Context: an optimization exercise on an open-source flow, tuned for small area. The choices shown serve that exercise and are no tape-out recipe. Only simulation tests tie the RTL to the original design; equivalence was not proved. No driver is modelled on the clock port, so clocking that relies on it looks cheaper here than on a real chip. Power and IR drop assume default switching activity.

File: flow/design.v
module ALUb
	(output wire [7:0] res,
	 output wire [3:0] NZVC,
	 input wire [7:0] X, Y,
	 input wire k, chain, cout_sel, sub);
	wire [8:0] c;        
	wire [7:0] ci;       
	wire [7:0] s;
	genvar i;
	generate for (i = 0; i < 8; i = i + 1) begin : rc
		if (i == 0) assign ci[i] = k;
		else assign ci[i] = chain ? c[i] : k;
		assign s[i] = X[i] ^ Y[i] ^ ci[i];
		assign c[i+1] = (X[i] & Y[i]) | (X[i] & ci[i]) | (Y[i] & ci[i]);
	end endgenerate
	assign res = cout_sel ? c[8:1] : s;
	assign NZVC = {res[7], ~|res, chain & (c[8] ^ c[7]), chain & (c[8] ^ sub)};
endmodule
module cpu
	(output reg [7:0] address,
	 output wire [7:0] to_memory,
	 output wire write,
	 input wire [7:0] from_memory,
	 input wire clk, reset);
	reg [7:0] A, B, PC;
	reg [3:0] CCR;       
	reg [3:0] ph;
	reg [2:0] cls;       
	reg       rsel;      
	localparam R  = 4'd10,    
	           F0 = 4'd0,    
	           F1 = 4'd8,    
	           F2 = 4'd1,    
	           DA = 4'd6,    
	           XA = 4'd9,    
	           DN = 4'd5,    
	           H  = 4'd14,    
	           S4 = 4'd4,    
	           S5 = 4'd12,    
	           S6 = 4'd3,   
	           S7 = 4'd2,   
	           S8 = 4'd11;   
	wire [7:0] m = from_memory;
	wire [3:0] n = m[3:0];
	wire pR = (ph == R), pF0 = (ph == F0), pF1 = (ph == F1), pF2 = (ph == F2);
	wire pS4 = (ph == S4), pS5 = (ph == S5), pS6 = (ph == S6), pS7 = (ph == S7);
	wire pS8 = (ph == S8);
	wire is_alu = (m[7:4] == 4'h4) && (n >= 4'h2) && (n <= 4'hD);
	wire is_br  = (m[7:4] == 4'h2) && (n <= 4'h8);
	wire is_ld  = (m[7:4] == 4'h8) && (n >= 4'h6) && (n <= 4'h9);
	wire is_st  = (m[7:1] == 7'b1001011);
	reg  taken;
	always @(*) begin
		case (n)
			4'h0: taken = 1'b1;
			4'h1: taken = CCR[3];
			4'h2: taken = ~CCR[3];
			4'h3: taken = CCR[2];
			4'h4: taken = ~CCR[2];
			4'h5: taken = CCR[1];
			4'h6: taken = ~CCR[1];
			4'h7: taken = CCR[0];
			default: taken = ~CCR[0];
		endcase
	end
	wire c_imm = cls[2] & ~cls[1] & ~cls[0];
	wire c_dir = cls[2] & ~cls[1] & cls[0];
	wire c_st  = cls[2] & cls[1];
	wire c_brt = ~cls[2] & cls[1];
	wire c_brn = ~cls[2] & ~cls[1];
	reg f_yB, f_inv, f_k, f_chain, f_cs, f_dstb;
	always @(*) begin
		f_yB = 1'b1; f_inv = 1'b0; f_k = 1'b0; f_chain = 1'b1; f_cs = 1'b0; f_dstb = 1'b0;
		case (n)
			4'h3: begin f_inv = 1'b1; f_k = 1'b1; end
			4'h4: begin f_chain = 1'b0; f_cs = 1'b1; end
			4'h5: begin f_chain = 1'b0; f_cs = 1'b1; f_k = 1'b1; end
			4'h6: begin f_yB = 1'b0; f_k = 1'b1; end
			4'h7: begin f_yB = 1'b0; f_k = 1'b1; f_dstb = 1'b1; end
			4'h8: begin f_yB = 1'b0; f_inv = 1'b1; end
			4'h9: begin f_yB = 1'b0; f_inv = 1'b1; f_dstb = 1'b1; end
			4'hA: f_chain = 1'b0;
			4'hB: begin f_yB = 1'b0; f_inv = 1'b1; f_chain = 1'b0; end
			4'hC: begin f_yB = 1'b0; f_inv = 1'b1; f_chain = 1'b0; f_dstb = 1'b1; end
			4'hD: f_dstb = 1'b1;
			default: ;
		endcase
	end
	wire xA = pF2 | (pS7 & ~rsel);
	wire xM = pF1 | pS5;
	wire xP = pF0 | pS4;
	wire yB = (pF2 & f_yB) | (pS7 & rsel);
	wire yM = pS6 | pS8;
	wire inv = pF2 & f_inv;
	wire k = xM | (pF2 & f_k);
	wire chain = ~pF2 | f_chain;
	wire cout_sel = pF2 & f_cs;
	wire [7:0] X = ({8{xA}} & A) | ({8{xM}} & address) | ({8{xP}} & PC);
	wire [7:0] Y = (({8{yB}} & B) | ({8{yM}} & m)) ^ {8{inv}};
	wire [7:0] res;
	wire [3:0] NZVC;
	ALUb alu (.res(res), .NZVC(NZVC), .X(X), .Y(Y), .k(k), .chain(chain), .cout_sel(cout_sel), .sub(inv));
	wire alu_go = pF2 & is_alu;
	wire ld_go  = (pS6 & c_imm) | pS8;
	wire mar_en = pR | pF0 | pS4 | (pS6 & cls[2] & (cls[1] | cls[0]));
	wire pc_en  = pR | xM | (pS6 & c_brt);
	wire a_en   = pR | (alu_go & ~f_dstb) | (ld_go & ~rsel);
	wire b_en   = pR | (alu_go & f_dstb) | (ld_go & rsel);
	assign write = pS7 & cls[1];
	assign to_memory = X | Y;    
	reg [3:0] nph;
	always @(*) begin
		case (ph)
			R, F0: nph = F1;
			F1: nph = F2;
			F2: nph = is_alu ? DA : (is_br | is_ld | is_st) ? DN : H;
			DA: nph = XA;
			DN: nph = S4;
			H:  nph = H;
			S4: nph = S5;
			S5: nph = c_brn ? F0 : S6;
			S6: nph = (c_imm | c_brt) ? F0 : S7;
			S7: nph = c_st ? F0 : S8;
			default: nph = F0;    
		endcase
	end
	always @(posedge clk or negedge reset)
		if (!reset) ph <= R;
		else ph <= nph;
	always @(posedge clk)
		if (pF2) begin
			cls  <= {m[7], m[7] ? m[4] : taken, m[0]};
			rsel <= m[3] | (m[4] & m[0]);
		end
	always @(posedge clk or negedge reset)
		if (!reset) address <= 8'h00;
		else if (mar_en) address <= res;
	always @(posedge clk) begin
		if (alu_go | pR) CCR <= {NZVC[3], NZVC[2] & ~pR, NZVC[1:0]};
		if (pc_en) PC <= res;
		if (a_en) A <= res;
		if (b_en) B <= res;
	end
endmodule
File: flow/flow/run.sh
#!/bin/bash
# Own layout flow:
#  1. the standard synthesis (standard.sh), unchanged;
#  2. its combinational cells re-mapped by ABC with an area script
#     (deepsyn and amap, a few seeds; the smallest result is kept); the registers
#     stay as the standard synthesis made them (same cells, same names);
#  3. the standard layout of that netlist, with the smallest buffer on
#     the ports and a clock tree of small buffers without dummy loads.
# Each tool's output goes to a log of its own in the work folder.
set -euo pipefail
W=$(pwd)
R=$W/orfs/results/$FLOW_PLATFORM/cpu/base
PDIR=$FLOW_HOME/platforms/$FLOW_PLATFORM
export RS_LIB=$PDIR/lib/sky130_fd_sc_hd__tt_025C_1v80.lib
export RS_DONT_USE=$(sed -n '/^export DONT_USE_CELLS/,/^$/p' $PDIR/config.mk | grep -o 'sky130_fd_sc_hd__[a-z0-9_]*' | tr '\n' ' ')
export RS_IN=$W/synth_standard.v
SEEDS="0"
POSTS="a"
source flow/settings.sh

bash standard.sh "$R/1_2_yosys.v" > log_synth_standard.log 2>&1
cp "$R/1_2_yosys.v" "$RS_IN"

run_job() {
  local s=$1 p=$2 seedarg="" post="amap"
  [[ $s == 0 ]] || seedarg="-S $s"
  [[ $p == b ]] && post="dch -f; amap"
  sed -e "s/@SEEDARG@/$seedarg/" -e "s/@POST@/$post/" flow/resynth.abc | tr ';' '\n' > $W/resynth_$s$p.abc
  RS_ABC=$W/resynth_$s$p.abc RS_OUT=$W/synth_resynth_$s$p.v yosys -c flow/resynth.tcl > log_resynth_$s$p.log 2>&1 || true
}
JOBS=""
for s in $SEEDS; do for p in $POSTS; do JOBS="$JOBS $s$p"; done; done
n=0
for j in $JOBS; do
  run_job ${j%?} ${j: -1} &
  n=$((n + 1))
  if (( n % ${NUM_CORES:-4} == 0 )); then wait; fi
done
wait
best=""; best_area=""
for j in $JOBS; do
  a=$(grep "Chip area for module" log_resynth_$j.log | tail -1 | awk '{print $NF}') || true
  [[ -n "$a" && -s synth_resynth_$j.v ]] || continue
  if [[ -z "$best" ]] || awk -v a=$a -v b=$best_area 'BEGIN{exit !(a<b)}'; then best=$j; best_area=$a; fi
done
echo "resynthesis: job $best, area $best_area" > log_resynth_choice.log
cp "synth_resynth_$best.v" "$R/1_2_yosys.v"

bash standard.sh BUFFER_PORTS_ARGS="-buffer_cell sky130_fd_sc_hd__buf_1" \
  CTS_ARGS="$CTS_ARGS" finish > log_layout.log 2>&1
File: flow/flow/resynth.abc
strash
&get -n
&deepsyn @SEEDARG@ -T 60
&put
@POST@
File: flow/flow/resynth.tcl
# Re-map the combinational part of the standard synthesis netlist with ABC.
# Cells are read with their functions; the flip-flop cells are kept as black
# boxes, so the registers keep their cells and instance names.
yosys read_liberty -ignore_miss_func $::env(RS_LIB)
yosys read_verilog $::env(RS_IN)
yosys hierarchy -top cpu
yosys blackbox sky130_fd_sc_hd__df* sky130_fd_sc_hd__edf*
yosys flatten
yosys rename -hide w:*.*
yosys opt -purge
set du {}
foreach c $::env(RS_DONT_USE) { lappend du -dont_use $c }
yosys abc -liberty $::env(RS_LIB) {*}$du -script $::env(RS_ABC)
yosys opt_clean -purge
yosys splitnets
yosys opt_clean -purge
yosys hilomap -singleton -hicell sky130_fd_sc_hd__conb_1 HI -locell sky130_fd_sc_hd__conb_1 LO
yosys insbuf -buf sky130_fd_sc_hd__buf_4 A X
yosys stat -liberty $::env(RS_LIB)
yosys write_verilog -noattr -noexpr -nohex -nodec -selected $::env(RS_OUT)
File: flow/flow/settings.sh
CTS_ARGS="-sink_clustering_enable -repair_clock_nets -dont_use_dummy_load -buf_list sky130_fd_sc_hd__clkbuf_8 -sink_clustering_size 24"
File: flow/standard.sh
#!/bin/bash
# synth_recipe.tcl (not shown) runs the flow's synth.tcl, then flattens the netlist and writes it again
# the make line also repeats each setting of config.mk as NAME=value (left out here)
make -C /OpenROAD-flow-scripts/flow DESIGN_CONFIG=/design/flow/config.mk WORK_HOME=/design/flow/orfs CLKGATE_MAP_FILE= SYNTH_SCRIPT=/design/flow/synth_recipe.tcl "${@:-finish}"
File: flow/config.mk
export PLATFORM = sky130hd
export DESIGN_NAME = cpu
export DESIGN_NICKNAME = cpu
export VERILOG_FILES = /design/flow/design.v
export SDC_FILE = /design/flow/constraint.sdc
export NUM_CORES = 4
export LEC_CHECK = 0
export ABC_AREA = 1
export CAP_MARGIN = 0
export CORE_MARGIN = 2
export CORE_UTILIZATION = 40
export GPL_TIMING_DRIVEN = 0
export SLEW_MARGIN = 0
File: flow/constraint.sdc
create_clock -name core_clock -period 8.0 [get_ports {clk}]
set_input_delay 1.6000 -clock core_clock [delete_from_list [all_inputs] [get_ports {clk}]]
set_output_delay 1.6000 -clock core_clock [all_outputs]
set_load 0.01 [all_outputs]
==> results of run 1 <==
worst max-delay path: stages (launching register included):
cell	delay (ns)
dfrtp_1	0.42
clkinv_1	0.21
nor4_1	0.97
clkinv_1	0.52
nor4_1	0.95
clkinv_1	0.42
o221ai_1	0.42
o22ai_1	0.18
nand3b_1	0.17
o21ai_0	0.15
o21ai_0	0.28
clkinv_1	0.12
o21ai_0	0.30
a21oi_1	0.15
o21ai_0	0.29
a21oi_1	0.13
o21ai_0	0.26
a22o_1	0.23
nor2_1	0.07
o21ai_0	0.55
nor3_1	0.13
area by class of cell:
type                            count  area (µm²)  area share (%)
Clock buffer                        5        68.8            2.62
Inverter                           36         135            5.14
Multi-Input combinational cell    162         975            37.1
Sequential cell                    44        1260            48.0
Tap cell                           72        90.1            3.43
Timing Repair Buffer               26        97.6            3.71
worst paths after layout:
path | startpoint | to | slack (ns) | cells past startpoint
worst min register to register | address[1] | address[1] | 0.55 | 1
worst max-delay path | ph[0] | CCR[2] | 0.81 | 20
worst max register to register | ph[0] | CCR[2] | 0.81 | 20
min in group asynchronous | reset | address[3] | 1.36 | 1
worst min-delay path | address[1] | address[1] | 0.55 | 1
max in group asynchronous | reset | ph[0] | 6.12 | 1
metrics by stage:
stage	hold slack, ns	cell area, µm²	util, %
2_1_floorplan	0.550	2360	-
3_3_place_gp	0.522	2550	45.4
3_5_place_dp	0.521	2560	45.6
4_1_cts	0.546	2630	46.8
5_1_grt	0.568	2630	46.9
6_report	0.549	2630	46.9
flip-flops by register name, indices dropped and copies added, names as in the netlist:
name	count
cls	3
PC	8
rsel	1
CCR	4
address	8
B	8
ph	4
A	8
power by group:
part / total [W] / internal (W) / switching [W]
Sequential: 0.000454 / 0.000406 / 0.0000477
Clock: 0.000127 / 0.0000563 / 0.0000707
Combinational: 0.000646 / 0.000214 / 0.000433
Total: 0.00123 / 0.000676 / 0.000551
per-layer routing:
metal  GRT usage, %  up-vias  wire length [µm]
li1               -     1002                 -
met1           27.1      994              2930
met2           33.3       63              2920
met3           5.00       15               407
met4           9.66        0               160
met5              0        -                 0
==> flow_summary.json, run 1 <==
{
  "status": "finished clean",
  "numCtsBuffers": 5,
  "cts_max_path_buffers": 2,
  "start_util_pct": 42.1,
  "grt_pass1_wl_um": 9970,
  "finalCriticalPeriod_ns": 7.19,
  "cts_tree": "built",
  "fin_setup_tns_ns": 0,
  "fmax_ghz": 0.139,
  "setup_ws_ns": 0.808,
  "die_area_um2": 6530,
  "post-route-period-util_pct": 89.9,
  "power_w": 0.00123,
  "final_common_cell": "clkinv_1",
  "grt_overflow": 0,
  "min_path_type": "flip-flop to flip-flop",
  "wire_per_inst_um": 18.6,
  "dp_slack_ns": 0.850,
  "placement_rows": 27,
  "syn_avg_cell_area_um2": 9.76,
  "crit_path_end_kind": "flip-flop",
  "grt_max_degree": 15,
  "cts.htree.levels": 2,
  "drcViolationCount": 0,
  "drive_above_1_share_pct": 3.30,
  "max-vdd-ir-drop_mv": 0.212,
  "root_buffer": "clkbuf_8",
  "diodes": 0,
  "fin_nets": 285,
  "n_fill_cell": 565,
  "leakagePower_nw": 0.837,
  "arrival_ns": 7.22,
  "power.density_nw_per_um2": 467,
  "coreArea_um2": 5610,
  "worst_pin_slew_ns": 1.37,
  "die_w_um": 80.8,
  "cp_max_fo": 8,
  "synth_nets": 252,
  "path_class": "flip-flop to flip-flop",
  "worstPathRequired_ns": 8.03,
  "syn_inst": 242,
  "setup_viol": 0,
  "rsz0062_at_grt": "no",
  "cts.clk_slew.worst_paths_ns": 0.07,
  "die_h_um": 80.8,
  "start_kind": "flip-flop",
  "vias": 2074,
  "globalplace.congestion": 0.932,
  "drv_slew": 0,
  "ios": 27,
  "drv_cap": 0,
  "finalHoldViolations": 0,
  "clkLatencyLatePin_ns": 0.31,
  "grt_usage_pct": 21.0,
  "ant_nets": 0,
  "dr.pass1.iters": 5,
  "fin_skew_ns": 0.0135,
  "antenna_found_initial": 0,
  "ctsHoldBuffers": 0,
  "final_cell_mix": "clkinv_1, edfxtp_1, nor2_1",
  "initialDrtViolationCount": 231,
  "cts_resized": 0,
  "hpwl_um": 4600,
  "netlist_area_um2": 2360,
  "dp.cells": 340,
  "routed_wl_um": 6420,
  "port_buffers": 26,
  "finalNonFillerCells": 345,
  "cts_setup_buffers": 0,
  "grt_pass1_vias": 1879,
  "via_per_inst": 6.01,
  "ys_warn_count": 1,
  "clkSinkCount": 44,
  "area_growth_pct": 11.4,
  "max_slew_margin_pct": 7.87
}
==> run 2, diff against run 1 <==
--- a/flow/flow/run.sh
+++ b/flow/flow/run.sh
@@ -16,4 +16,4 @@
 export RS_IN=$W/synth_standard.v
-SEEDS="0"
-POSTS="a"
+SEEDS="0 1 2 3 4 5 6 7"
+POSTS="a b"
 source flow/settings.sh
--- a/flow/config.mk
+++ b/flow/config.mk
@@ -8,6 +8,5 @@
 export ABC_AREA = 1
-export CAP_MARGIN = 0
+export CAP_MARGIN = 20
 export CORE_MARGIN = 2
 export CORE_UTILIZATION = 40
-export GPL_TIMING_DRIVEN = 0
-export SLEW_MARGIN = 0
+export SLEW_MARGIN = 20
==> flow_summary.json, run 2 <==
{
  "grt_pass1_wl_um": 9910,
  "grt_max_degree": 15,
  "area_growth_pct": 12.5,
  "max-vdd-ir-drop_mv": 0.206,
  "p_sw_w": 0.000555,
  "antenna_found_initial": 0,
  "timing.hold.ws_ns": 0.537,
  "grt_usage_pct": 20.7,
  "cts_tree": "built",
  "seqPwrFrac_pct": 36.3,
  "drv_slew": 0,
  "endpoint": "CCR[2]",
  "ff_latch_area_um2": 1260,
  "setup_viol": 0,
  "synth_nets": 252,
  "die_h_um": 80.8,
  "vias": 2062,
  "finalHoldViolations": 0,
  "crit_path_end_kind": "flip-flop",
  "path_cells": "buf_1 > clkinv_1 > nor4_1 > clkinv_1 > o221ai_1 > o22ai_1 > nand3b_1 > o21ai_0 > o21ai_0 > clkinv_1 > o21ai_0 > a21oi_1 > o21ai_0 > a21oi_1 > o21ai_0 > a22o_1 > nor2_1 > o21ai_0 > nor3_1",
  "grt_pass1_vias": 1858,
  "path_class": "input pin to flip-flop",
  "arrival_ns": 6.56,
  "fin_setup_tns_ns": 0,
  "post-route-period-util_pct": 82.0,
  "ctsHoldBuffers": 0,
  "clkLatencyLatePin_ns": 0.30,
  "path_delay_family": "compound AO/OA/AOI/OAI gates",
  "wire_per_inst_um": 18.2,
  "fin_util_pct": 47.3,
  "fin_nets": 290,
  "r2r-start": "ph[0]",
  "slowest_stage": "nor4_1",
  "p_comb_share_pct": 53.6,
  "drv_cap": 0,
  "hpwl_um": 4650,
  "worst_pin_slew_ns": 1.08,
  "crit_buf_inv": 4,
  "ff2ff_path_depth": 21,
  "ys_warn_count": 1,
  "timing.critical_path.from": "from_memory[2]",
  "status": "finished clean",
  "placement_rows": 27,
  "final_cell_mix": "clkinv_1, edfxtp_1, nor2_1",
  "cts_setup_buffers": 0,
  "drive_above_1_share_pct": 4.32,
  "fmax_ghz": 0.152,
  "ff2ff_setup_slack_ns": 1.98,
  "start_kind": "input pin",
  "worstPathRequired_ns": 8.00,
  "leakagePower_nw": 0.859,
  "intPower_w": 0.000689,
  "n_fill_cell": 548,
  "start_util_pct": 42.1,
  "cp_max_fo": 8,
  "r2r-end": "CCR[2]",
  "clkSinkCount": 44,
  "dr.pass1.iters": 7,
  "numCtsBuffers": 5,
  "min_path_type": "flip-flop to flip-flop",
  "port_buffers": 26,
  "drcViolationCount": 0,
  "cts_max_path_buffers": 2,
  "die_w_um": 80.8,
  "p_sw_share_pct": 44.6,
  "fin_skew_ns": 0.0219,
  "grt_overflow": 0,
  "ant_nets": 0,
  "routed_wl_um": 6360,
  "cts.htree.levels": 2,
  "globalplace.congestion": 0.990,
  "power_w": 0.00124,
  "cp.depth": 19,
  "design_area_um2": 2660,
  "power.density_nw_per_um2": 469,
  "final_common_cell": "clkinv_1",
  "cts_resized": 0,
  "min_path_cells": 1,
  "p_clk_share_pct": 10.1,
  "finalCriticalPeriod_ns": 6.56,
  "rsz0062_at_grt": "no",
  "ios": 27,
  "syn_inst": 242,
  "multiInputGateArea_um2": 962,
  "worst_path_most_repeated_cell": "o21ai_0",
  "cts.clk_slew.worst_paths_ns": 0.08,
  "netlist_area_um2": 2360,
  "cpPeakStageDelay_ns": 0.91,
  "diodes": 0,
  "initialDrtViolationCount": 161,
  "max_slew_margin_pct": 28.0,
  "coreArea_um2": 5610,
  "placed_area_um2": 2590,
  "via_per_inst": 5.89,
  "die_area_um2": 6530,
  "root_buffer": "clkbuf_8",
  "syn_avg_cell_area_um2": 9.76
}
run 2: cell type report:
type | instances | area share [%]
clock buffers | 5 | 2.59
flip-flops and latches | 44 | 47.6
well taps | 72 | 3.39
repair buffers | 31 | 5.09
multi-input cells | 162 | 36.2
inverters | 36 | 5.09
run 2: stage by stage:
stage                     worst slack [ns]  std cells
after detailed placement              1.26        345
after global placement                1.27        345
after global routing                 0.650        350
after CTS                             1.55        350
after floorplan                       2.59        242
final                                 1.44        350
run 2: power by group through the flow:
stage | registers [W] | logic (W) | clock network, W
floorplan | 0.000454 | 0.000441 | 0
global placement | 0.000455 | 0.000662 | 0
detailed placement | 0.000456 | 0.000666 | 0
CTS | 0.000452 | 0.000668 | 0.000126
global route | 0.000461 | 0.000751 | 0.000137
finish | 0.000452 | 0.000667 | 0.000125
run 2: how the worst min path moves through the flow:
stage,startpoint,to
finish,address[5],address[5]
global route,address[1],address[1]
CTS,address[6],address[6]
detailed placement,address[5],address[5]
global placement,address[7],address[7]
floorplan,address[5],address[5]
run 2: layer usage:
metal	track usage, %	share of wire, %
met5	0	0
met3	3.89	6.5
met1	28.3	44
met4	6.78	3.4
met2	33.3	46
==> run 3, diff against run 2 <==
--- a/flow/design.v
+++ b/flow/design.v
@@ -28,3 +28,2 @@
 	reg [2:0] cls;       
-	reg       rsel;      
 	localparam R  = 4'd10,    
@@ -65,7 +64,7 @@
 	end
-	wire c_imm = cls[2] & ~cls[1] & ~cls[0];
-	wire c_dir = cls[2] & ~cls[1] & cls[0];
+	wire c_brn = ~cls[2] & ~cls[1] & ~cls[0];
+	wire c_brt = ~cls[2] & ~cls[1] & cls[0];
+	wire c_imm = ~cls[2] & cls[1];
 	wire c_st  = cls[2] & cls[1];
-	wire c_brt = ~cls[2] & cls[1];
-	wire c_brn = ~cls[2] & ~cls[1];
+	wire rsel  = cls[0];
 	reg f_yB, f_inv, f_k, f_chain, f_cs, f_dstb;
@@ -104,3 +103,3 @@
 	wire ld_go  = (pS6 & c_imm) | pS8;
-	wire mar_en = pR | pF0 | pS4 | (pS6 & cls[2] & (cls[1] | cls[0]));
+	wire mar_en = pR | pF0 | pS4 | (pS6 & cls[2]);
 	wire pc_en  = pR | xM | (pS6 & c_brt);
@@ -131,4 +130,3 @@
 		if (pF2) begin
-			cls  <= {m[7], m[7] ? m[4] : taken, m[0]};
-			rsel <= m[3] | (m[4] & m[0]);
+			cls <= m[7] ? {m[4] | m[0], m[4] | ~m[0], m[4] ? m[0] : m[3]} : {2'b00, taken};
 		end
==> flow_summary.json, run 3 <==
{
  "ff_latch_area_um2": 1230,
  "hold_path_end": "address[1]",
  "grt_pass1_wl_um": 10000,
  "syn_avg_cell_area_um2": 9.57,
  "worstPathRequired_ns": 8.19,
  "r2r-start": "ph[1]",
  "drv_slew": 0,
  "grt_overflow": 0,
  "die_area_um2": 6490,
  "cts.clk_slew.worst_paths_ns": 0.08,
  "clkLatencyLatePin_ns": 0.30,
  "leakagePower_nw": 0.874,
  "ff2ff_path_depth": 23,
  "worstHoldStart": "address[1]",
  "cts.htree.levels": 2,
  "max-vdd-ir-drop_mv": 0.250,
  "max_slew_margin_pct": 33.2,
  "drcViolationCount": 0,
  "globalplace.congestion": 0.895,
  "timing.hold.ws_ns": 0.541,
  "rsz0062_at_grt": "no",
  "grt_usage_pct": 21.0,
  "worst_pin_slew_ns": 0.992,
  "die_h_um": 80.5,
  "grt_max_degree": 16,
  "coreArea_um2": 5570,
  "fin_nets": 294,
  "status": "finished clean",
  "area_growth_pct": 12.9,
  "grt_pass1_vias": 1984,
  "numCtsBuffers": 5,
  "r2r-end": "CCR[2]",
  "path_class": "input pin to flip-flop",
  "post-route-period-util_pct": 74.9,
  "cts_max_path_buffers": 2,
  "die_w_um": 80.5,
  "cp_max_fo": 9,
  "setup_viol": 0,
  "arrival_ns": 6.18,
  "fin_setup_tns_ns": 0,
  "n_fill_cell": 559,
  "port_buffers": 26,
  "drv_cap": 0,
  "start_util_pct": 42.0,
  "netlist_area_um2": 2340,
  "final_cell_mix": "nor2_1, clkinv_1, edfxtp_1",
  "ios": 27,
  "synth_nets": 255,
  "clkSinkCount": 43,
  "multiInputGateArea_um2": 971,
  "ant_nets": 0,
  "fin_skew_ns": 0.0277,
  "routed_wl_um": 6250,
  "start_kind": "input pin",
  "power.density_nw_per_um2": 543,
  "final_common_cell": "nor2_1",
  "ff2ff_setup_slack_ns": 2.86,
  "cts_tree": "built",
  "timing.critical_path.from": "from_memory[3]",
  "wire_per_inst_um": 17.7,
  "finalHoldViolations": 0,
  "initialDrtViolationCount": 163,
  "syn_inst": 245,
  "root_buffer": "clkbuf_8",
  "cts_resized": 0,
  "placement_rows": 27,
  "hpwl_um": 4690,
  "ctsHoldBuffers": 0,
  "antenna_found_initial": 0,
  "drive_above_1_share_pct": 4.61,
  "dr.pass1.iters": 4,
  "fmax_ghz": 0.167,
  "crit_path_end_kind": "flip-flop",
  "via_per_inst": 5.91,
  "ys_warn_count": 1,
  "min_path_cells": 1,
  "diodes": 0,
  "vias": 2093,
  "finalCriticalPeriod_ns": 5.99,
  "min_path_type": "flip-flop to flip-flop",
  "cts_setup_buffers": 0
}
## run 3: critical path, cell delays in order
cell	delay [ns]
buf_1	0.12
clkinv_1	0.20
nor2_1	0.19
nor2_1	0.07
nor3_1	0.17
o21ai_0	0.14
nor2_1	0.58
clkinv_1	0.27
nor2_1	0.44
a21oi_1	0.11
o21ai_0	0.15
nor2_1	0.11
or2_0	0.23
o22ai_1	0.18
o211a_1	0.18
nand2_1	0.06
o21ai_0	0.15
a22o_1	0.22
nand2_1	0.07
o21ai_0	0.14
and2_0	0.23
nor2_1	0.05
o22a_1	0.28
o22a_1	0.23
## run 3: area by class of cell
| class | instances | area share [%] |
|---|---|---|
| Sequential cell | 43 | 46.6 |
| Multi-Input combinational cell | 165 | 36.7 |
| Timing Repair Buffer | 32 | 5.39 |
| Inverter | 37 | 5.25 |
| Tap cell | 72 | 3.41 |
| Clock buffer | 5 | 2.60 |
## run 3: report_power, final
part	internal, W	total [W]	switching [W]
logic	0.000281	0.000803	0.000522
clock network	0.0000563	0.000124	0.0000679
registers	0.000445	0.000508	0.0000633
## run 3: metrics by stage
step           instances  worst slack [ns]  util, %  cell area, µm²  total power (W)
5_1_grt              354              1.45     47.5            2650          0.00156
3_3_place_gp         349              1.73     46.2            2580          0.00131
6_report             354              2.01     47.5            2650          0.00144
3_5_place_dp         349              1.80     46.2            2580          0.00132
4_1_cts              354              2.08     47.5            2650          0.00145
2_1_floorplan        245              2.84        -            2340          0.00105
## run 3: how the worst max path moves through the flow
| stage | end | slack, ns | depth (start not counted) |
|---|---|---|---|
| 6_report | address[7] | 2.01 | 24 |
| 5_1_grt | address[7] | 1.45 | 24 |
| 4_1_cts | CCR[2] | 2.08 | 19 |
| 3_5_place_dp | address[7] | 1.80 | 24 |
| 3_3_place_gp | CCR[2] | 1.73 | 19 |
| 2_1_floorplan | address[7] | 2.84 | 23 |
## run 3: layer usage
layer	global-route usage [%]	wire, µm	part of all wire [%]	up-vias
met3	5.96	389	6.2	9
li1	-	-	-	1014
met1	27.1	2730	44	1007
met4	6.44	97	1.6	0
met2	34.2	3030	48	63
met5	0	0	0	-
==> run 4, diff against run 3 <==
--- a/flow/config.mk
+++ b/flow/config.mk
@@ -8,5 +8,6 @@
 export ABC_AREA = 1
-export CAP_MARGIN = 20
+export CAP_MARGIN = 0
 export CORE_MARGIN = 2
 export CORE_UTILIZATION = 40
-export SLEW_MARGIN = 20
+export GPL_TIMING_DRIVEN = 0
+export SLEW_MARGIN = 0
==> flow_summary.json, run 4 <==
{
  "clkLatencyLatePin_ns": 0.29,
  "leakagePower_nw": 0.848,
  "port_buffers": 26,
  "die_w_um": 80.5,
  "cts_tree": "built",
  "grt_usage_pct": 19.5,
  "cts_setup_buffers": 0,
  "post-route-period-util_pct": 77.8,
  "status": "finished clean",
  "cts.clk_slew.worst_paths_ns": 0.08,
  "globalplace.congestion": 0.893,
  "root_buffer": "clkbuf_8",
  "wire_per_inst_um": 17.4,
  "start_util_pct": 42.0,
  "timing.hold.ws_ns": 0.540,
  "grt_max_degree": 14,
  "finalCriticalPeriod_ns": 6.23,
  "arrival_ns": 6.34,
  "max_slew_margin_pct": 6.93,
  "fmax_ghz": 0.161,
  "ctsHoldBuffers": 0,
  "vias": 2080,
  "die_h_um": 80.5,
  "path_delay_family": "simple AND/OR/NAND/NOR gates",
  "power_w": 0.00141,
  "fin_nets": 289,
  "setup_viol": 0,
  "syn_inst": 245,
  "crit_buf_inv": 2,
  "multiInputGateArea_um2": 971,
  "n_fill_cell": 555,
  "ff_latch_area_um2": 1230,
  "coreArea_um2": 5570,
  "die_area_um2": 6490,
  "power.density_nw_per_um2": 541,
  "fin_setup_tns_ns": 0,
  "worst_pin_slew_ns": 1.39,
  "ys_warn_count": 1,
  "drive_above_1_share_pct": 2.89,
  "grt_pass1_vias": 1873,
  "grt_overflow": 0,
  "rsz0062_at_grt": "no",
  "slowest_stage": "nor3_1",
  "hpwl_um": 4500,
  "worstPathRequired_ns": 8.12,
  "placed_area_um2": 2530,
  "path_class": "flip-flop to flip-flop",
  "design_area_um2": 2610,
  "area_growth_pct": 11.3,
  "drv_slew": 0,
  "synth_nets": 255,
  "syn_avg_cell_area_um2": 9.57,
  "ant_nets": 0,
  "max-vdd-ir-drop_mv": 0.278,
  "crit_path_end_kind": "flip-flop",
  "ios": 27,
  "cts_max_path_buffers": 2,
  "dr.pass1.iters": 5,
  "antenna_found_initial": 0,
  "numCtsBuffers": 5,
  "final_common_cell": "nor2_1",
  "drv_cap": 0,
  "start_kind": "flip-flop",
  "cts_resized": 0,
  "fin_skew_ns": 0.0220,
  "initialDrtViolationCount": 265,
  "path_cells": "clkinv_1 > nor3_1 > nor4_1 > clkinv_1 > nor3_1 > o22ai_1 > or3_1 > o21ai_0 > nor2_1 > or2_0 > o22ai_1 > o211a_1 > nand2_1 > o21ai_0 > a22o_1 > nand2_1 > o21ai_0 > and2_0 > nor2_1 > o22a_1 > nor3_1",
  "min_path_type": "flip-flop to flip-flop",
  "drcViolationCount": 0,
  "finalHoldViolations": 0,
  "via_per_inst": 5.96,
  "cts.htree.levels": 2,
  "grt_pass1_wl_um": 9550,
  "clkSinkCount": 43,
  "routed_wl_um": 6080,
  "placement_rows": 27,
  "diodes": 0,
  "final_cell_mix": "nor2_1, clkinv_1, edfxtp_1",
  "cpPeakStageDelay_ns": 1.08,
  "netlist_area_um2": 2340,
  "cp_max_fo": 10
}
run 4: power by group:
group	leakage [nW]	total (W)	switching, W	internal, W
sequential	0.427	0.000508	0.0000628	0.000445
combinational	0.385	0.000779	0.000513	0.000266
clock	0.0359	0.000124	0.0000681	0.0000564
total	0.848	0.00141	0.000644	0.000767
run 4: metrics by stage:
step                      worst slack (ns)  util, %  std cells
after floorplan                       2.84        -        245
after global placement                1.68     45.4        343
after detailed placement              1.65     45.4        343
after CTS                             1.84     46.6        348
after global routing                  1.14     46.8        349
final                                 1.77     46.8        349
run 4: area by class of cell:
type / count / area share [%]
inverter: 37 / 5.33
clock buffer: 5 / 2.64
timing repair buffer: 27 / 4.03
tap: 72 / 3.45
multi-input combinational: 165 / 37.2
sequential: 43 / 47.3
run 4: path summary, 6_finish.rpt:
kind,startpoint,endpoint,slack (ns),depth (start not counted)
setup / recovery,ph[1],CCR[2],1.77,21
max in group asynchronous,reset,address[7],6.25,1
setup reg to reg,ph[1],CCR[2],1.77,21
hold reg to reg,address[1],address[1],0.54,1
hold / removal,address[1],address[1],0.54,1
min in group asynchronous,reset,address[2],1.31,1
run 4: per-layer routing:
layer / track usage (%) / wire length [µm] / vias to the layer above
met5: 0 / 0 / -
met4: 6.44 / 91 / 0
met3: 3.60 / 281 / 12
met2: 31.3 / 2910 / 62
met1: 26.7 / 2800 / 1011
li1: - / - / 995
==> run 5, diff against run 4 <==
--- a/flow/design.v
+++ b/flow/design.v
@@ -28,2 +28,3 @@
 	reg [2:0] cls;       
+	reg       rsel;      
 	localparam R  = 4'd10,    
@@ -64,7 +65,7 @@
 	end
-	wire c_brn = ~cls[2] & ~cls[1] & ~cls[0];
-	wire c_brt = ~cls[2] & ~cls[1] & cls[0];
-	wire c_imm = ~cls[2] & cls[1];
+	wire c_imm = cls[2] & ~cls[1] & ~cls[0];
+	wire c_dir = cls[2] & ~cls[1] & cls[0];
 	wire c_st  = cls[2] & cls[1];
-	wire rsel  = cls[0];
+	wire c_brt = ~cls[2] & cls[1];
+	wire c_brn = ~cls[2] & ~cls[1];
 	reg f_yB, f_inv, f_k, f_chain, f_cs, f_dstb;
@@ -103,3 +104,3 @@
 	wire ld_go  = (pS6 & c_imm) | pS8;
-	wire mar_en = pR | pF0 | pS4 | (pS6 & cls[2]);
+	wire mar_en = pR | pF0 | pS4 | (pS6 & cls[2] & (cls[1] | cls[0]));
 	wire pc_en  = pR | xM | (pS6 & c_brt);
@@ -130,3 +131,4 @@
 		if (pF2) begin
-			cls <= m[7] ? {m[4] | m[0], m[4] | ~m[0], m[4] ? m[0] : m[3]} : {2'b00, taken};
+			cls  <= {m[7], m[7] ? m[4] : taken, m[0]};
+			rsel <= m[3] | (m[4] & m[0]);
 		end
--- a/flow/flow/run.sh
+++ b/flow/flow/run.sh
@@ -16,4 +16,4 @@
 export RS_IN=$W/synth_standard.v
-SEEDS="0 1 2 3 4 5 6 7"
-POSTS="a b"
+SEEDS="0"
+POSTS="a"
 source flow/settings.sh
@@ -46,3 +46,4 @@
 echo "resynthesis: job $best, area $best_area" > log_resynth_choice.log
-cp "synth_resynth_$best.v" "$R/1_2_yosys.v"
+# one clock buffer drives every register's clock pin
+python3 flow/clkbuf.py "synth_resynth_$best.v" "$R/1_2_yosys.v" > log_clkbuf.log 2>&1
 
==> flow/flow/clkbuf.py (new file) <==
# Put one clock buffer between the clock port and the registers' clock pins.
import re, sys
src, dst = sys.argv[1], sys.argv[2]
v = open(src).read()
n = len(re.findall(r'\.CLK\(clk\)', v))
v = re.sub(r'\.CLK\(clk\)', '.CLK(clk_root)', v)
m = re.search(r'\n(\s*)wire ', v)
v = v[:m.start()] + '\n  wire clk_root;' + v[m.start():]
i = v.rindex('endmodule')
v = v[:i] + '  sky130_fd_sc_hd__clkbuf_16 clk_root_buf (\n    .A(clk),\n    .X(clk_root)\n  );\n' + v[i:]
open(dst, 'w').write(v)
print(f"clock pins moved to the buffer: {n}")
==> flow_summary.json, run 5 <==
{
  "die_h_um": 81.2,
  "grt_pass1_wl_um": 10000,
  "grt_pass1_vias": 1851,
  "crit_path_end_kind": "flip-flop",
  "endpoint": "CCR[2]",
  "syn_inst": 243,
  "path_cells": "clkinv_1 > nor4_1 > clkinv_1 > nor4_2 > clkinv_1 > o221ai_1 > o22ai_1 > nand3b_1 > o21ai_0 > o21ai_0 > clkinv_1 > o21ai_0 > a21oi_1 > o21ai_0 > a21oi_1 > o21ai_0 > a22o_1 > nor2_1 > o21ai_0 > nor3_1",
  "post-route-period-util_pct": 86.1,
  "finalCriticalPeriod_ns": 6.89,
  "root_buffer": "clkbuf_8",
  "ys_warn_count": 1,
  "crit_buf_inv": 4,
  "max-vdd-ir-drop_mv": 0.211,
  "via_per_inst": 6.06,
  "r2r-end": "CCR[2]",
  "rsz0062_at_grt": "no",
  "cts.htree.levels": 2,
  "dp_slack_ns": 0.839,
  "slowest_stage": "nor4_1",
  "die_area_um2": 6600,
  "cts_tree": "built",
  "cp_max_fo": 8,
  "initialDrtViolationCount": 185,
  "placed_area_um2": 2600,
  "worstPathRequired_ns": 8.14,
  "cts_max_path_buffers": 2,
  "final_common_cell": "clkinv_1",
  "setup_ws_ns": 1.11,
  "ios": 27,
  "clkSinkCount": 44,
  "vias": 2126,
  "r2r-start": "ph[0]",
  "path_class": "flip-flop to flip-flop",
  "ff2ff_path_depth": 20,
  "power.density_nw_per_um2": 473,
  "cts_setup_buffers": 0,
  "clkLatencyLatePin_ns": 0.41,
  "placement_rows": 28,
  "fin_skew_ns": 0.0199,
  "worst_path_most_repeated_cell": "o21ai_0",
  "port_buffers": 26,
  "ant_nets": 0,
  "ctsHoldBuffers": 0,
  "max_slew_margin_pct": 21.5,
  "die_w_um": 81.2,
  "status": "finished clean",
  "start_kind": "flip-flop",
  "design_area_um2": 2680,
  "timing.hold.ws_ns": 0.532,
  "start_util_pct": 40.8,
  "grt_usage_pct": 20.7,
  "fin_nets": 288,
  "numCtsBuffers": 5,
  "cp.depth": 20,
  "wire_per_inst_um": 18.7,
  "finalHoldViolations": 0,
  "syn_avg_cell_area_um2": 9.82,
  "drive_above_1_share_pct": 5.07,
  "cpPeakStageDelay_ns": 0.93,
  "setup_viol": 0,
  "netlist_area_um2": 2390,
  "fin_setup_tns_ns": 0,
  "timing.critical_path.from": "ph[0]",
  "dr.pass1.iters": 5,
  "area_growth_pct": 12.4,
  "grt_max_degree": 15,
  "grt_overflow": 0,
  "fin_util_pct": 45.9,
  "cts_resized": 0,
  "drv_cap": 0,
  "drcViolationCount": 0,
  "routed_wl_um": 6580,
  "hpwl_um": 4730,
  "antenna_found_initial": 0,
  "worst_pin_slew_ns": 1.17,
  "arrival_ns": 7.03,
  "leakagePower_nw": 0.860,
  "path_delay_family": "compound AO/OA/AOI/OAI gates",
  "cts.clk_slew.worst_paths_ns": 0.08,
  "final_cell_mix": "clkinv_1, edfxtp_1, nor2_1",
  "synth_nets": 253,
  "drv_slew": 0,
  "ff2ff_setup_slack_ns": 1.11,
  "min_path_type": "flip-flop to flip-flop",
  "worstHoldStart": "address[7]",
  "diodes": 0,
  "globalplace.congestion": 0.858,
  "coreArea_um2": 5850,
  "fmax_ghz": 0.145
}
## run 5: changes by cell type in the layout (fill, tap and decap cells not counted), moves of 2 or more
cell,delta
o21a_1,-4
o32a_1,+2
a22oi_1,-2
o221ai_1,+5
nor2b_1,+2
nor3_1,-4
nor2_1,-10
o22a_1,-3
nand2_1,+4
o21ai_0,+6
a22o_1,+2
or3_1,-3
nand3_1,+2
## run 5: worst min path at each step
stage                 endpoint  slack (ns)  cells after the start
finish              address[7]        0.53                      1
detailed placement  address[6]        0.51                      1
CTS                 address[6]        0.53                      1
global route        address[6]        0.54                      1
global placement    address[5]        0.51                      1
floorplan           address[5]        0.55                      1
## run 5: stage by stage
| step | power (W) | instances |
|---|---|---|
| final | 0.00127 | 351 |
| after global routing | 0.00136 | 351 |
| after CTS | 0.00127 | 350 |
| after detailed placement | 0.00117 | 345 |
| after global placement | 0.00115 | 344 |
| after floorplan | 0.000951 | 243 |
## run 5: power breakdown
part,total (W),internal [W],switching [W]
sequential,0.000453,0.000405,0.0000472
combinational,0.000663,0.000220,0.000443
clock,0.000152,0.0000778,0.0000746
total,0.00127,0.000703,0.000565
## run 5: routing by layer
| layer | vias to the layer above | global-route usage, % | share of wire (%) |
|---|---|---|---|
| met1 | 1018 | 30.3 | 45 |
| met2 | 94 | 32.0 | 46 |
| li1 | 1003 | - | - |
| met5 | - | 0 | 0 |
| met4 | 0 | 5.59 | 1.5 |
| met3 | 11 | 3.44 | 7.1 |
## run 5: worst reg2reg max path, delay by kind of cell (launching register included)
| family | cells | cell delay [ns] |
|---|---|---|
| buffers and inverters | 4 | 1.28 |
| AND/OR/NAND/NOR | 5 | 1.92 |
| flip-flops | 1 | 0.44 |
| AO/OA/AOI/OAI | 11 | 2.98 |
## run 5: layout make-up
type | count | area (µm²)
Buffer | 1 | 25.0
Clock buffer | 5 | 68.8
Fill cell | 560 | 3170
Inverter | 36 | 135
Multi-Input combinational cell | 162 | 986
Sequential cell | 44 | 1260
Tap cell | 75 | 93.8
Timing Repair Buffer | 28 | 110
==> run 6, diff against run 5 <==
==> flow/flow/clkbuf.py (replaced) <==
# Clock distribution: the clock port drives three clkbuf_8 buffers, and each
# buffer drives the clock pins of one group of registers (A and B; PC and
# MAR; the control registers). Every register is one buffer from the port.
import re, sys
src, dst = sys.argv[1], sys.argv[2]
v = open(src).read()
groups = {'clk_g0': ('A[', 'B['), 'clk_g1': ('PC[', 'address[')}
count = {'clk_g0': 0, 'clk_g1': 0, 'clk_g2': 0}

def fix(m):
    body = m.group(0)
    if '.CLK(clk)' not in body:
        return body
    name = m.group(2).lstrip('\\')
    g = 'clk_g2'
    for net, prefixes in groups.items():
        if name.startswith(prefixes):
            g = net
    count[g] += 1
    return body.replace('.CLK(clk)', '.CLK(%s)' % g)

v = re.sub(r'(sky130_fd_sc_hd__\w+)\s+(\S+)\s*\((.*?)\);', fix, v, flags=re.S)
assert '.CLK(clk)' not in v
m = re.search(r'\n(\s*)wire ', v)
v = v[:m.start()] + '\n  wire clk_g0;\n  wire clk_g1;\n  wire clk_g2;' + v[m.start():]
i = v.rindex('endmodule')
bufs = ''.join('  sky130_fd_sc_hd__clkbuf_8 %s_buf (\n    .A(clk),\n    .X(%s)\n  );\n' % (g, g) for g in count)
v = v[:i] + bufs + v[i:]
open(dst, 'w').write(v)
print('registers per clock buffer:', count)
==> flow/flow/settings.sh (replaced) <==
CTS_ARGS="-clk_nets clk -dont_use_dummy_load -buf_list sky130_fd_sc_hd__clkbuf_8"
==> flow_summary.json, run 6 <==
{
  "cts_setup_buffers": 0,
  "path_delay_family": "compound AO/OA/AOI/OAI gates",
  "final_cell_mix": "clkinv_1, edfxtp_1, nor2_1",
  "syn_avg_cell_area_um2": 9.81,
  "coreArea_um2": 5850,
  "drcViolationCount": 0,
  "seqPwrFrac_pct": 36.4,
  "final_common_cell": "clkinv_1",
  "intPower_w": 0.000685,
  "rsz0062_at_grt": "no",
  "design_area_um2": 2650,
  "grt_usage_pct": 19.5,
  "grt_pass1_vias": 1908,
  "max_slew_margin_pct": 28.1,
  "wire_per_inst_um": 17.5,
  "ios": 27,
  "fin_nets": 287,
  "worst_pin_slew_ns": 1.07,
  "area_growth_pct": 10.2,
  "crit_path_end_kind": "flip-flop",
  "min_path_type": "flip-flop to flip-flop",
  "arrival_ns": 6.96,
  "placed_area_um2": 2600,
  "placement_rows": 28,
  "fmax_ghz": 0.145,
  "p_comb_share_pct": 52.5,
  "numCtsBuffers": 3,
  "status": "finished clean",
  "p_sw_share_pct": 44.9,
  "drv_cap": 0,
  "initialDrtViolationCount": 168,
  "grt_max_degree": 17,
  "clkLatencyLatePin_ns": 0.40,
  "cts_tree": "built",
  "antenna_found_initial": 0,
  "grt_overflow": 0,
  "die_h_um": 81.5,
  "power.density_nw_per_um2": 470,
  "worstHoldStart": "address[6]",
  "cpPeakStageDelay_ns": 0.86,
  "via_per_inst": 5.90,
  "r2r-start": "ph[0]",
  "max-vdd-ir-drop_mv": 0.211,
  "setup_viol": 0,
  "start_util_pct": 41.1,
  "ant_nets": 0,
  "dr.pass1.iters": 5,
  "diodes": 0,
  "netlist_area_um2": 2400,
  "crit_buf_inv": 3,
  "leakagePower_nw": 0.846,
  "multiInputGateArea_um2": 968,
  "path_cells": "clkinv_1 > nor4_1 > clkinv_1 > o41ai_1 > o221ai_1 > o22ai_1 > o21ai_0 > o21ai_0 > clkinv_1 > o21ai_0 > a21oi_1 > o21ai_0 > a21oi_1 > o21ai_0 > a22o_1 > nor2_1 > o21ai_0 > nor3_1",
  "finalHoldViolations": 0,
  "timing.critical_path.from": "ph[0]",
  "fin_setup_tns_ns": 0,
  "p_clk_share_pct": 11.1,
  "hpwl_um": 4730,
  "routed_wl_um": 6110,
  "path_class": "flip-flop to flip-flop",
  "finalCriticalPeriod_ns": 6.87,
  "cts.clk_slew.worst_paths_ns": 0.11,
  "drive_above_1_share_pct": 3.64,
  "n_fill_cell": 566,
  "die_w_um": 81.5,
  "port_buffers": 26,
  "syn_inst": 245,
  "fin_skew_ns": 0.0326,
  "drv_slew": 0,
  "worstPathRequired_ns": 8.08,
  "dp_slack_ns": 0.717,
  "vias": 2065,
  "setup_ws_ns": 1.13,
  "post-route-period-util_pct": 85.9,
  "p_sw_w": 0.000558,
  "cp_max_fo": 8,
  "start_kind": "flip-flop",
  "worst_path_most_repeated_cell": "o21ai_0",
  "ys_warn_count": 1,
  "grt_pass1_wl_um": 9830,
  "die_area_um2": 6640,
  "globalplace.congestion": 0.954,
  "slowest_stage": "o41ai_1",
  "ff_latch_area_um2": 1260,
  "synth_nets": 255
}
==> run 6: cell count changes in the layout (fill, tap and decap cells not counted), sizes merged <==
cell	before	now
clkbuf	7	6
==> run 6: final timing paths <==
check                      slack, ns          to  cells past startpoint
setup / recovery                1.13      CCR[2]                     18
hold / removal                  0.55  address[6]                      1
setup reg to reg                1.13      CCR[2]                     18
hold reg to reg                 0.55  address[6]                      1
max in group asynchronous       6.38       ph[0]                      1
min in group asynchronous       1.18  address[3]                      1
==> run 6: through the flow <==
step	cells	hold slack (ns)	util, %	total power (W)
2_1_floorplan	245	0.550	-	0.000962
3_3_place_gp	346	0.519	44.3	0.00117
3_5_place_dp	347	0.523	44.4	0.00118
4_1_cts	350	0.550	45.1	0.00125
5_1_grt	350	0.569	45.2	0.00134
6_report	350	0.552	45.2	0.00124
==> run 6: power groups by stage <==
stage | registers (W) | logic, W | clock network (W)
floorplan | 0.000454 | 0.000441 | 0.0000670
global placement | 0.000457 | 0.000641 | 0.0000670
detailed placement | 0.000457 | 0.000655 | 0.0000670
CTS | 0.000453 | 0.000656 | 0.000143
global route | 0.000464 | 0.000730 | 0.000150
finish | 0.000453 | 0.000652 | 0.000138
==> run 6: repair_timing <==
action,in CTS,in global routing
hold buffers,0,0
resized for setup,0,1
hold endpoints to repair,0,0
endpoints found under the setup margin,0,2
==> run 6: per-layer routing <==
layer  part of all wire [%]  wire [µm]  GRT usage (%)  up-vias
met5                      0          0              0        -
met4                    1.2         71           3.05        0
met3                    5.8        357           2.53        4
met2                     48       2940           32.4       79
met1                     45       2750           27.8      978
li1                       -          -              -     1004
==> run 6: final cells by class <==
type,count,area share [%]
sequential,44,47.8
multi-input combinational,162,36.6
inverter,36,5.11
timing repair buffer,27,3.88
tap,75,3.55
clock buffer,3,1.56
buffer,3,1.56
==> run 6: worst register-to-register path: cells and delay by family, from the launching register on <==
kind                   cells  cell delay, ns
AOI/OAI and AO/OA         12            4.30
DFF                        1            0.44
buffers and inverters      3            0.80
and+or+nand+nor            3            1.06
==> run 7, diff against run 6 <==
--- a/flow/flow/clkbuf.py
+++ b/flow/flow/clkbuf.py
@@ -1,4 +1,5 @@
-# Clock distribution: the clock port drives three clkbuf_8 buffers, and each
-# buffer drives the clock pins of one group of registers (A and B; PC and
-# MAR; the control registers). Every register is one buffer from the port.
+# Clock distribution: the clock port drives one root buffer, which drives
+# three clkbuf_8 buffers; each of these drives the clock pins of one group of
+# registers (A and B; PC and MAR; the control registers). Every register is
+# two buffers from the port.
 import re, sys
@@ -24,5 +25,6 @@
 m = re.search(r'\n(\s*)wire ', v)
-v = v[:m.start()] + '\n  wire clk_g0;\n  wire clk_g1;\n  wire clk_g2;' + v[m.start():]
+v = v[:m.start()] + '\n  wire clk_root;\n  wire clk_g0;\n  wire clk_g1;\n  wire clk_g2;' + v[m.start():]
 i = v.rindex('endmodule')
-bufs = ''.join('  sky130_fd_sc_hd__clkbuf_8 %s_buf (\n    .A(clk),\n    .X(%s)\n  );\n' % (g, g) for g in count)
+bufs = '  sky130_fd_sc_hd__clkbuf_2 clk_root_buf (\n    .A(clk),\n    .X(clk_root)\n  );\n'
+bufs += ''.join('  sky130_fd_sc_hd__clkbuf_8 %s_buf (\n    .A(clk_root),\n    .X(%s)\n  );\n' % (g, g) for g in count)
 v = v[:i] + bufs + v[i:]
==> flow_summary.json, run 7 <==
{
  "grt_usage_pct": 19.1,
  "final_common_cell": "clkinv_1",
  "coreArea_um2": 5850,
  "finalNonFillerCells": 348,
  "hpwl_um": 4710,
  "fin_skew_ns": 0.0267,
  "vias": 2037,
  "clkLatencyLatePin_ns": 0.32,
  "crit_path_end_kind": "flip-flop",
  "drcViolationCount": 0,
  "grt_pass1_wl_um": 9770,
  "setup_viol": 0,
  "start_util_pct": 41.1,
  "start_kind": "flip-flop",
  "placement_rows": 28,
  "leakagePower_nw": 0.828,
  "cts_setup_buffers": 0,
  "grt_max_degree": 17,
  "drv_cap": 0,
  "globalplace.congestion": 0.946,
  "max_slew_margin_pct": 28.3,
  "ys_warn_count": 1,
  "cts.clk_slew.worst_paths_ns": 0.10,
  "fin_setup_tns_ns": 0,
  "path_class": "flip-flop to flip-flop",
  "min_path_type": "flip-flop to flip-flop",
  "port_buffers": 26,
  "diodes": 0,
  "r2r-end": "CCR[2]",
  "status": "finished clean",
  "arrival_ns": 6.84,
  "drive_above_1_share_pct": 2.93,
  "wire_per_inst_um": 17.4,
  "ff2ff_path_depth": 20,
  "synth_nets": 256,
  "area_growth_pct": 8.42,
  "ant_nets": 0,
  "dp.cells": 348,
  "finalHoldViolations": 0,
  "fin_nets": 285,
  "grt_overflow": 0,
  "timing.critical_path.from": "ph[0]",
  "initialDrtViolationCount": 163,
  "post-route-period-util_pct": 85.4,
  "routed_wl_um": 6050,
  "r2r-start": "ph[0]",
  "endpoint": "CCR[2]",
  "setup_ws_ns": 1.17,
  "ios": 27,
  "dr.pass1.iters": 5,
  "grt_pass1_vias": 1856,
  "max-vdd-ir-drop_mv": 0.147,
  "via_per_inst": 5.85,
  "netlist_area_um2": 2410,
  "final_cell_mix": "clkinv_1, edfxtp_1, nor2_1",
  "fmax_ghz": 0.146,
  "ff2ff_setup_slack_ns": 1.17,
  "power.density_nw_per_um2": 461,
  "syn_avg_cell_area_um2": 9.79,
  "drv_slew": 0,
  "worst_pin_slew_ns": 1.07,
  "dp_slack_ns": 0.730,
  "antenna_found_initial": 0,
  "cp_max_fo": 8,
  "rsz0062_at_grt": "no",
  "die_area_um2": 6650,
  "finalCriticalPeriod_ns": 6.83,
  "worstPathRequired_ns": 8.01,
  "die_h_um": 81.6,
  "die_w_um": 81.6,
  "syn_inst": 246
}
==> run 7: changes by cell type in the layout (fill, tap and decap cells not counted), sizes merged <==
cell    before  now
clkbuf       6    4
==> run 7: report_power, final <==
| part | total (W) | switching, W | internal, W |
|---|---|---|---|
| registers | 0.000453 | 0.0000483 | 0.000405 |
| clock network | 0.000102 | 0.0000645 | 0.0000375 |
| logic | 0.000649 | 0.000436 | 0.000213 |
| total | 0.00120 | 0.000549 | 0.000655 |
==> run 7: worst max-delay path, stage by stage, from the launching register on <==
cell and delay, ns:
dfrtp_1 0.44, clkinv_1 0.21, nor4_1 0.82, clkinv_1 0.47, nor4_2 0.62, clkinv_1 0.39
o221ai_1 0.38, o22ai_1 0.17, nand3b_1 0.18, o21ai_0 0.15, o21ai_0 0.26, clkinv_1 0.12
o21ai_0 0.29, a21oi_1 0.14, o21ai_0 0.36, a21oi_1 0.15, o21ai_0 0.26, a22o_1 0.23
nor2_1 0.07, o21ai_0 0.70, nor3_1 0.13
==> run 7: area by class of cell <==
class | count | area (µm²)
Fill cell | 572 | 3240
Multi-Input combinational cell | 162 | 968
Sequential cell | 44 | 1260
Tap cell | 75 | 93.8
Inverter | 36 | 135
Buffer | 4 | 46.3
Timing Repair Buffer | 27 | 103
==> run 7: metrics by stage <==
| step | total power (W) | utilization, % | cell area (µm²) | hold WS [ns] |
|---|---|---|---|---|
| 6_report | 0.00120 | 44.6 | 2610 | 0.540 |
| 5_1_grt | 0.00131 | 44.6 | 2610 | 0.567 |
| 2_1_floorplan | 0.000971 | - | 2410 | 0.550 |
| 4_1_cts | 0.00119 | 44.5 | 2600 | 0.513 |
| 3_3_place_gp | 0.00117 | 44.4 | 2600 | 0.522 |
| 3_5_place_dp | 0.00119 | 44.5 | 2600 | 0.512 |
==> run 7: how the worst min path moves through the flow <==
stage               startpoint    endpoint  slack (ns)  depth (start not counted)
floorplan           address[5]  address[5]        0.55                          1
global placement    address[6]  address[6]        0.52                          1
detailed placement  address[6]  address[6]        0.51                          1
CTS                 address[6]  address[6]        0.51                          1
global route        address[6]  address[6]        0.57                          1
finish              address[6]  address[6]        0.54                          1
==> run 7: timing repair <==
action | in CTS | in global routing
resized for setup | 0 | 1
hold buffers | 0 | 0
endpoints found under the setup margin | 0 | 1
==> run 7: per-layer routing <==
layer  routed length, µm  GRT usage (%)  vias to the layer above  share of wire (%)
li1                    -              -                     1000                  -
met1                2810           28.1                      967                 47
met2                2930           33.0                       66                 48
met3                 241          0.220                        4                4.0
met4                  65           2.00                        0                1.1
met5                   0              0                        -                  0
==> run 8, diff against run 7 <==
--- a/flow/design.v
+++ b/flow/design.v
@@ -28,3 +28,2 @@
 	reg [2:0] cls;       
-	reg       rsel;      
 	localparam R  = 4'd10,    
@@ -65,7 +64,7 @@
 	end
-	wire c_imm = cls[2] & ~cls[1] & ~cls[0];
-	wire c_dir = cls[2] & ~cls[1] & cls[0];
+	wire c_brn = ~cls[2] & ~cls[1] & ~cls[0];
+	wire c_brt = ~cls[2] & ~cls[1] & cls[0];
+	wire c_imm = ~cls[2] & cls[1];
 	wire c_st  = cls[2] & cls[1];
-	wire c_brt = ~cls[2] & cls[1];
-	wire c_brn = ~cls[2] & ~cls[1];
+	wire rsel  = cls[0];
 	reg f_yB, f_inv, f_k, f_chain, f_cs, f_dstb;
@@ -104,3 +103,3 @@
 	wire ld_go  = (pS6 & c_imm) | pS8;
-	wire mar_en = pR | pF0 | pS4 | (pS6 & cls[2] & (cls[1] | cls[0]));
+	wire mar_en = pR | pF0 | pS4 | (pS6 & cls[2]);
 	wire pc_en  = pR | xM | (pS6 & c_brt);
@@ -131,4 +130,3 @@
 		if (pF2) begin
-			cls  <= {m[7], m[7] ? m[4] : taken, m[0]};
-			rsel <= m[3] | (m[4] & m[0]);
+			cls <= m[7] ? {m[4] | m[0], m[4] | ~m[0], m[4] ? m[0] : m[3]} : {2'b00, taken};
 		end
--- a/flow/flow/run.sh
+++ b/flow/flow/run.sh
@@ -6,4 +6,5 @@
 #     stay as the standard synthesis made them (same cells, same names);
-#  3. the standard layout of that netlist, with the smallest buffer on
-#     the ports and a clock tree of small buffers without dummy loads.
+#  3. a clock tree of four buffers added to that netlist (flow/clkbuf.py);
+#  4. the standard layout of that netlist, with the smallest buffer on
+#     the ports.
 # Each tool's output goes to a log of its own in the work folder.
@@ -16,4 +17,4 @@
 export RS_IN=$W/synth_standard.v
-SEEDS="0"
-POSTS="a"
+SEEDS="0 1 2 3 4 5 6 7"
+POSTS="a b"
 source flow/settings.sh
@@ -46,3 +47,4 @@
 echo "resynthesis: job $best, area $best_area" > log_resynth_choice.log
-# one clock buffer drives every register's clock pin
+# the clock reaches the registers through a small tree of buffers made here
+# (flow/clkbuf.py); the clock tree step then finds nothing left to do
 python3 flow/clkbuf.py "synth_resynth_$best.v" "$R/1_2_yosys.v" > log_clkbuf.log 2>&1
==> flow/flow/settings.sh (replaced) <==
# clock tree step: only the clock port's net, which drives one buffer, so it adds nothing
CTS_ARGS="-clk_nets clk -dont_use_dummy_load -buf_list sky130_fd_sc_hd__clkbuf_8"
==> flow_summary.json, run 8 <==
{
  "ys_warn_count": 1,
  "coreArea_um2": 5850,
  "fin_setup_tns_ns": 0,
  "setup_ws_ns": 1.81,
  "start_util_pct": 40.8,
  "setup_viol": 0,
  "via_per_inst": 5.75,
  "worstPathRequired_ns": 8.12,
  "grt_pass1_vias": 1739,
  "port_buffers": 26,
  "diodes": 0,
  "crit_path_end_kind": "flip-flop",
  "power.density_nw_per_um2": 528,
  "finalNonFillerCells": 350,
  "grt_pass1_wl_um": 9070,
  "initialDrtViolationCount": 184,
  "dp.cells": 350,
  "n_fill_cell": 553,
  "die_w_um": 81.3,
  "drv_slew": 0,
  "wire_per_inst_um": 16.3,
  "final_common_cell": "nor2_1",
  "fmax_ghz": 0.162,
  "ant_nets": 0,
  "cts.clk_slew.worst_paths_ns": 0.09,
  "netlist_area_um2": 2390,
  "die_h_um": 81.3,
  "ctsHoldBuffers": 0,
  "cts_resized": 0,
  "cpPeakStageDelay_ns": 0.60,
  "antenna_found_initial": 0,
  "slowest_stage": "nor2_1",
  "dr.pass1.iters": 5,
  "path_cells": "buf_1 > clkinv_1 > nor2_1 > nor2_1 > nor3_1 > o21ai_0 > nor2_1 > clkinv_1 > nor2_1 > a21oi_1 > o21ai_0 > nor2_1 > or2_0 > o22ai_1 > o211a_1 > nand2_1 > o21ai_0 > a22o_1 > nand2_1 > o21ai_0 > and2_0 > nor2_1 > o22a_1 > nor3_1",
  "path_delay_family": "simple AND/OR/NAND/NOR gates",
  "grt_max_degree": 17,
  "die_area_um2": 6610,
  "power_w": 0.00136,
  "hpwl_um": 4630,
  "ios": 27,
  "start_kind": "input pin",
  "max-vdd-ir-drop_mv": 0.338,
  "leakagePower_nw": 0.833,
  "vias": 2014,
  "dp_slack_ns": 1.54,
  "syn_avg_cell_area_um2": 9.60,
  "rsz0062_at_grt": "no",
  "min_path_type": "flip-flop to flip-flop",
  "path_class": "input pin to flip-flop",
  "finalHoldViolations": 0,
  "status": "finished clean",
  "final_cell_mix": "nor2_1, clkinv_1, edfxtp_1",
  "drv_cap": 0,
  "finalCriticalPeriod_ns": 6.19,
  "grt_overflow": 0,
  "fin_nets": 287,
  "routed_wl_um": 5710,
  "drcViolationCount": 0,
  "worst_path_most_repeated_cell": "nor2_1",
  "worst_pin_slew_ns": 1.31,
  "globalplace.congestion": 0.899,
  "cts_setup_buffers": 0,
  "arrival_ns": 6.31,
  "cp_max_fo": 9,
  "drive_above_1_share_pct": 2.18,
  "placement_rows": 28,
  "clkLatencyLatePin_ns": 0.30,
  "post-route-period-util_pct": 77.4,
  "area_growth_pct": 8.01,
  "synth_nets": 259,
  "crit_buf_inv": 3,
  "fin_skew_ns": 0.0137,
  "max_slew_margin_pct": 12.2,
  "grt_usage_pct": 17.5,
  "syn_inst": 249
}
==> run 8: area by class of cell <==
| class | count | area, µm² | share of cell area, % |
|---|---|---|---|
| timing repair buffer | 26 | 97.6 | 3.78 |
| tap | 75 | 93.8 | 3.64 |
| buffer | 4 | 46.3 | 1.79 |
| inverter | 37 | 139 | 5.38 |
| multi-input combinational | 165 | 971 | 37.6 |
| sequential | 43 | 1230 | 47.8 |
==> run 8: path summary, 6_finish.rpt <==
kind                                startpoint          to  slack [ns]  cells past startpoint
max in group asynchronous                reset       ph[0]        6.30                      1
worst max-delay path            from_memory[3]      CCR[2]        1.81                     24
worst min-delay path                address[1]  address[1]        0.54                      1
worst min register to register      address[1]  address[1]        0.54                      1
min in group asynchronous                reset  address[7]        1.29                      1
worst max register to register           ph[0]      CCR[2]        1.86                     20
==> run 8: power breakdown <==
group          switching (W)  internal [W]  total (W)
registers          0.0000642      0.000445   0.000510
logic               0.000495      0.000261   0.000756
clock network      0.0000614     0.0000375  0.0000989
total               0.000621      0.000744    0.00136
==> run 8: per-stage QoR <==
| stage | cell area, µm² | utilization (%) | hold WS [ns] |
|---|---|---|---|
| 6_report | 2580 | 44.1 | 0.541 |
| 3_5_place_dp | 2580 | 44.1 | 0.523 |
| 5_1_grt | 2580 | 44.1 | 0.574 |
| 2_1_floorplan | 2390 | - | 0.550 |
| 4_1_cts | 2580 | 44.1 | 0.525 |
| 3_3_place_gp | 2580 | 44.1 | 0.522 |
==> run 8: metal layers <==
layer  track usage [%]  wire [µm]  up-vias
met1              26.3       2690      923
met3             0.889        305        6
met5                 0          0        -
li1                  -          -      998
met2              28.2       2600       87
met4              3.05        109        0
==> run 8: worst register-to-register path: stages (launching register included) <==
cell and delay (ns):
dfrtp_1 0.42, clkinv_1 0.14, nor4_1 1.09, clkinv_1 0.38
nor3_1 0.95, o22ai_1 0.18, or3_1 0.39, o21ai_0 0.23
nor2_1 0.09, or2_0 0.24, o22ai_1 0.20, o211a_1 0.19
nand2_1 0.07, o21ai_0 0.15, a22o_1 0.22, nand2_1 0.07
o21ai_0 0.14, and2_0 0.25, nor2_1 0.06, o22a_1 0.29
nor3_1 0.21

## port drivers added, routing unchanged
Ports are ideal in the flow. The routed layouts listed here were re-timed in OpenROAD. Step 1 (the two cells are an assumption about what drives the block):
set clk [get_ports {clk}]
set_driving_cell -lib_cell sky130_fd_sc_hd__clkbuf_16 $clk
set_driving_cell -lib_cell sky130_fd_sc_hd__buf_2 [delete_from_list [all_inputs] $clk]
Step 2 adds t to the input delays and takes it off the output delays; t is the mean of the earliest and latest rising clock arrival at the registers after step 1. Input paths then give back, and output paths get back, about the clock's delay inside the block. Slacks: ideal / step 1 / step 2; pairs: ideal / step 1.
run	shift t [ns]	slack for setup (ns)	worst setup path at the end	latest minus earliest clock arrival (ns)	cell pins on the clock port's net
run 1	0.328	0.808 / 0.808 / 0.808	register to register	0.014 / 0.014	1
run 2	0.314	1.439 / 1.441 / 1.127	input to register	0.022 / 0.022	1
run 3	0.314	2.005 / 2.009 / 1.696	input to register	0.028 / 0.027	1
run 4	0.309	1.772 / 1.772 / 1.582	input to register	0.022 / 0.022	1
run 5	0.426	1.115 / 1.115 / 0.999	input to register	0.020 / 0.020	1
run 6	0.399	1.126 / 1.126 / 0.792	input to register	0.032 / 0.033	1
run 7	0.320	1.170 / 1.160 / 0.841	input to register	0.026 / 0.027	1
run 8	0.309	1.810 / 1.794 / 1.485	input to register	0.014 / 0.014	1
After both steps setup and hold are still met in every run listed. The setup slack of run 6, which loses most, moves by 0.000 ns with the drivers and by -0.334 ns with both steps.
